This is an optimization exercise on Yosys and OpenROAD, whose aim is small area, not a production implementation.
Where RTL was checked, it was by simulation tests only, not by an equivalence proof against the original.
Power and IR drop assume default switching activity.

==> flow/design.v <==
module ALU_ADD (
    input [15:0] a,
    input [15:0] b,
    input ci,
    output [15:0] s,
    output co,
    output eq
);
wire [17:0] t = {1'b0, a, 1'b1} + {1'b0, b, ci};
assign s = t[16:1];
assign co = t[17];
assign eq = &(a ^ b);
endmodule
module ALU_SHIFT (
    input [15:0] a,
    input [3:0] n,
    input right,
    output [15:0] y           
);
wire [15:0] arev;
genvar g;
generate for (g = 0; g < 16; g = g + 1) begin : rev
    assign arev[g] = a[15-g];
end endgenerate
wire [15:0] x = right ? arev : a;
assign y = x << n;
endmodule
module ALU_RESULT (
    input [15:0] a,
    input [15:0] b,
    input [15:0] sum,
    input [15:0] sh,
    input [15:0] ld,
    input gt,
    input s_sum, s_not, s_shl, s_shr, s_and, s_or, s_gt, s_ld,
    output [15:0] y
);
wire [15:0] shrev;
genvar g;
generate for (g = 0; g < 16; g = g + 1) begin : rev
    assign shrev[g] = sh[15-g];
end endgenerate
assign y = ({16{s_sum}} & sum)
         | ({16{s_not}} & ~a)
         | ({16{s_shl}} & sh)
         | ({16{s_shr}} & shrev)
         | ({16{s_and}} & (a & b))
         | ({16{s_or}} & (a | b))
         | ({16{s_ld}} & ld)
         | {15'd0, s_gt & gt};
endmodule
module REG_FILE_MODULE (
    input clk,
    input [7:0] wel,          
    input [7:0] weh,          
    input [15:0] wd,
    output [127:0] q          
);
reg [15:0] r0, r1, r2, r3, r4, r5, r6, r7;
always @(posedge clk) begin
    if (wel[0]) r0[7:0] <= wd[7:0];
    if (weh[0]) r0[15:8] <= wd[15:8];
    if (wel[1]) r1[7:0] <= wd[7:0];
    if (weh[1]) r1[15:8] <= wd[15:8];
    if (wel[2]) r2[7:0] <= wd[7:0];
    if (weh[2]) r2[15:8] <= wd[15:8];
    if (wel[3]) r3[7:0] <= wd[7:0];
    if (weh[3]) r3[15:8] <= wd[15:8];
    if (wel[4]) r4[7:0] <= wd[7:0];
    if (weh[4]) r4[15:8] <= wd[15:8];
    if (wel[5]) r5[7:0] <= wd[7:0];
    if (weh[5]) r5[15:8] <= wd[15:8];
    if (wel[6]) r6[7:0] <= wd[7:0];
    if (weh[6]) r6[15:8] <= wd[15:8];
    if (wel[7]) r7[7:0] <= wd[7:0];
    if (weh[7]) r7[15:8] <= wd[15:8];
end
assign q = {r7, r6, r5, r4, r3, r2, r1, r0};
endmodule
module RD_PORT (
    input [63:0] q,           
    input [7:0] sel,
    output [7:0] d
);
integer i;
reg [7:0] t;
always @(*) begin
    t = 8'd0;
    for (i = 0; i < 8; i = i + 1) t = t | ({8{sel[i]}} & q[i*8 +: 8]);
end
assign d = t;
endmodule
module DEC3 (
    input [2:0] a,
    output [7:0] y
);
assign y = 8'd1 << a;
endmodule
module DEC3E (
    input [2:0] a,
    input en,
    output [7:0] y
);
assign y = {8{en}} & (8'd1 << a);
endmodule
module top_module (
    input clk,
    input rst,
    output [15:0] imem_addr,
    input  [15:0] imem_data,
    output dmem_we,
    output dmem_re,
    output [15:0] dmem_addr,
    output [15:0] dmem_wdata,
    input  [15:0] dmem_rdata
);
    wire [15:0] ins = imem_data;
    wire [3:0] op = ins[15:12];
    wire [2:0] rs = ins[11:9];
    wire [2:0] rt = ins[8:6];
    wire [2:0] rd = ins[5:3];
    wire [15:0] sx = {{10{ins[5]}}, ins[5:0]};
    reg [15:1] pc;
    assign imem_addr = {pc, 1'b0};
    wire is_lw  = (op == 4'b0000);
    wire is_sw  = (op == 4'b0001);
    wire is_sub = (op == 4'b0011);
    wire is_not = (op == 4'b0100);
    wire is_shl = (op == 4'b0101);
    wire is_shr = (op == 4'b0110);
    wire is_and = (op == 4'b0111);
    wire is_or  = (op == 4'b1000);
    wire is_gt  = (op == 4'b1001);
    wire is_beq = (op == 4'b1011);
    wire is_bne = (op == 4'b1100);
    wire is_j   = (op == 4'b1101);
    wire is_mem = is_lw | is_sw;
    wire is_add = (op == 4'b0010) | (op == 4'b1010) | (op == 4'b1110) | (op == 4'b1111);
    wire wen = ~(is_sw | is_beq | is_bne | is_j);
    wire [127:0] q;
    wire [15:0] a, b, wd;
    wire [2:0] wa = is_lw ? rt : rd;
    wire [7:0] wsell, wselh, ra1l, ra1h, ra2l, ra2h;
    DEC3E dwl (.a(wa), .en(wen), .y(wsell));
    DEC3E dwh (.a(wa), .en(wen), .y(wselh));
    DEC3 d1l (.a(rs), .y(ra1l));
    DEC3 d1h (.a(rs), .y(ra1h));
    DEC3 d2l (.a(rt), .y(ra2l));
    DEC3 d2h (.a(rt), .y(ra2h));
    REG_FILE_MODULE gpr (.clk(clk), .wel(wsell | {8{rst}}), .weh(wselh | {8{rst}}), .wd(wd), .q(q));
    wire [63:0] ql, qh;
    genvar g;
    generate for (g = 0; g < 8; g = g + 1) begin : split
        assign ql[g*8 +: 8] = q[g*16 +: 8];
        assign qh[g*8 +: 8] = q[g*16 + 8 +: 8];
    end endgenerate
    RD_PORT rp1l (.q(ql), .sel(ra1l), .d(a[7:0]));
    RD_PORT rp1h (.q(qh), .sel(ra1h), .d(a[15:8]));
    RD_PORT rp2l (.q(ql), .sel(ra2l), .d(b[7:0]));
    RD_PORT rp2h (.q(qh), .sel(ra2h), .d(b[15:8]));
    wire sub = ~(is_add | is_mem);
    wire [15:0] sum;
    wire co, eq;
    ALU_ADD add (.a(a), .b((is_mem ? sx : b) ^ {16{sub}}), .ci(sub), .s(sum), .co(co), .eq(eq));
    wire gt = co & ~eq;            
    wire [15:0] sh;
    ALU_SHIFT shf (.a(a), .n(b[3:0]), .right(is_shr), .y(sh));
    wire big = |b[15:4];
    wire nr = ~rst;
    ALU_RESULT resm (
        .a(a), .b(b), .sum(sum), .sh(sh), .ld(dmem_rdata), .gt(gt),
        .s_sum(nr & (is_add | is_sub)), .s_not(nr & is_not),
        .s_shl(nr & is_shl & ~big), .s_shr(nr & is_shr & ~big),
        .s_and(nr & is_and), .s_or(nr & is_or), .s_gt(nr & is_gt), .s_ld(nr & is_lw),
        .y(wd)
    );
    assign dmem_we = is_sw;
    assign dmem_re = is_lw;
    assign dmem_addr = sum;
    assign dmem_wdata = b;
    wire taken = (is_beq & eq) | (is_bne & ~eq);
    wire [16:0] pct = {1'b0, pc, 1'b1} + {1'b0, taken ? sx[14:0] : 15'd0, 1'b1};
    wire [15:1] pcn = pct[15:1];
    always @(posedge clk) begin
        if (rst) pc <= 15'd0;
        else if (is_j) pc <= {pcn[15:13], ins[11:0]};
        else pc <= pcn;
    end
endmodule
clock: 6.5 ns
lec_check: 0
cap_margin: 20
core_margin: 2
core_utilization: 40
gpl_timing_driven: 0
place_density: 0.6
slew_margin: 20
synth_hierarchical: 1
standard.sh (not shown) runs the stock make flow with config.mk's settings and CLKGATE_MAP_FILE= SYNTH_SCRIPT=/design/flow/synth_recipe.tcl, a recipe that flattens the netlist after the stock synthesis.
==> flow/flow/run.sh <==
#!/bin/bash
# The standard layout (standard.sh) with these changes:
#  - synthesis (flow/synth_area.tcl): no full-adder extraction or Kogge-Stone
#    adders, and the final ABC mapping is for area: flow/area.abc, or the
#    script ABC_MODULE_SCRIPTS names for a module. Every step before ABC, and
#    so every register and its cell type, is the standard synthesis's;
#  - every port still gets a buffer, but a sky130_fd_sc_hd__buf_1.
#  - clock tree synthesis without dummy loads (CTS_ARGS below).
# Output of the make run: flow_make.log (ORFS's own logs under orfs/logs).
set -euo pipefail
HERE=$(pwd)
sed "s#SYNTH_SCRIPT=[^ ]*#SYNTH_SCRIPT=$HERE/flow/synth_area.tcl ADDER_MAP_FILE= SYNTH_OPERATIONS_ARGS=-noshare#" standard.sh > standard_area.sh
export AREA_ABC_SCRIPT=$HERE/flow/area.abc
export ABC_MODULE_SCRIPTS="ALU_RESULT:$HERE/flow/nfa.abc RD_PORT:$HERE/flow/amap2.abc"
export BUFFER_PORTS_ARGS="-buffer_cell sky130_fd_sc_hd__buf_1"
export CTS_ARGS="-sink_clustering_enable -repair_clock_nets -dont_use_dummy_load -buf_list sky130_fd_sc_hd__clkbuf_8"
bash standard_area.sh "$@" > flow_make.log 2>&1
==> flow/flow/amap2.abc <==
strash
ifraig
scorr
dc2
dch -f
amap
==> flow/flow/area.abc <==
strash
dch
amap
==> flow/flow/nfa.abc <==
&get -n
&st
&dch
&nf -a -R 1000
&put
==> flow/flow/synth_area.tcl <==
# synth_recipe.tcl with the final abc call replaced: each module listed in
# ABC_MODULE_SCRIPTS (module:script pairs) is mapped with its own script,
# then everything left with AREA_ABC_SCRIPT.
proc synth {args} { yosys synth -nofsm -noshare {*}$args }
proc abc_with_script {script argv sel} {
  set i [lsearch -exact $argv -script]
  if { $i >= 0 } { lset argv [expr { $i + 1 }] $script }
  yosys abc {*}$argv {*}$sel
}
proc abc {args} {
  if { [info exists ::env(ABC_MODULE_SCRIPTS)] } {
    foreach pair $::env(ABC_MODULE_SCRIPTS) {
      lassign [split $pair :] m s
      abc_with_script $s $args [list $m]
    }
  }
  abc_with_script $::env(AREA_ABC_SCRIPT) $args {}
}
source $::env(SCRIPTS_DIR)/synth.tcl
# left out here: clear keep_hierarchy, flatten, clean up, hide names made inside functions, write 1_2_yosys.v
==> next run, changes <==
--- a/flow/design.v
+++ b/flow/design.v
@@ -81,15 +81,25 @@
     input [63:0] q,           
     input [7:0] sel,
     output [7:0] d
 );
-integer i;
-reg [7:0] t;
-always @(*) begin
-    t = 8'd0;
-    for (i = 0; i < 8; i = i + 1) t = t | ({8{sel[i]}} & q[i*8 +: 8]);
-end
-assign d = t;
+genvar g;
+generate for (g = 0; g < 8; g = g + 1) begin : rbit
+    wire n0, n1, n2;
+    AOI222 x0 (.a1(sel[0]), .a2(q[0*8+g]), .b1(sel[1]), .b2(q[1*8+g]), .c1(sel[2]), .c2(q[2*8+g]), .y(n0));
+    AOI222 x1 (.a1(sel[3]), .a2(q[3*8+g]), .b1(sel[4]), .b2(q[4*8+g]), .c1(sel[5]), .c2(q[5*8+g]), .y(n1));
+    AOI22  x2 (.a1(sel[6]), .a2(q[6*8+g]), .b1(sel[7]), .b2(q[7*8+g]), .y(n2));
+    NAND3  x3 (.a(n0), .b(n1), .c(n2), .y(d[g]));
+end endgenerate
+endmodule
+module AOI222 (input a1, a2, b1, b2, c1, c2, output y);
+assign y = ~((a1 & a2) | (b1 & b2) | (c1 & c2));
+endmodule
+module AOI22 (input a1, a2, b1, b2, output y);
+assign y = ~((a1 & a2) | (b1 & b2));
+endmodule
+module NAND3 (input a, b, c, output y);
+assign y = ~(a & b & c);
 endmodule
 module DEC3 (
     input [2:0] a,
     output [7:0] y
After rerunning: The new run produced a clean layout; sequential power stays flat; utilization rose by 1.4 points; area after synthesis came out lower by 1.2%; power increases by 0.43%; wire length went down by 3.5%; first-iteration DRC count went up by 8.3%; sequential share of layout area barely changes; setup slack got worse by 0.033 ns; cell area stays flat; count of clock-buffer cells in the layout stays the same; critical path depth fell by 4; non-clock buffer count climbs by 6; combinational power is about the same; flip-flop and latch count stays the same.
Function not checked in the second run of this note: the RTL went through the layout flow alone.

==> separate check: timing with driven ports <==
The flow's constraints put no driver on any port. The routed layouts listed below were extracted and timed again, unchanged, in two steps. Step 1 (the two cells are an assumption about what drives the block):
set clk [get_ports {clk}]
set_driving_cell -lib_cell sky130_fd_sc_hd__clkbuf_16 $clk
set_driving_cell -lib_cell sky130_fd_sc_hd__buf_2 [delete_from_list [all_inputs] $clk]
Step 2 also shifts input and output timing later by t, the mid clock arrival at the registers, as if the neighbouring blocks saw the same clock. Slacks: ideal / step 1 / step 2; pairs: ideal / step 1.
| run | t (ns) | setup WS [ns] | worst setup path after step 2 |
|---|---|---|---|
| the first run | 0.482 | 0.175 / 0.141 / -0.187 | input to register |
| the second run | 0.480 | 0.142 / 0.117 / -0.100 | input to register |
With both steps, setup timing fails in the first run and the second run, where it was met with ideal ports. The setup slack of the first run, which loses most, moves by -0.034 ns with the drivers and by -0.362 ns with both steps.
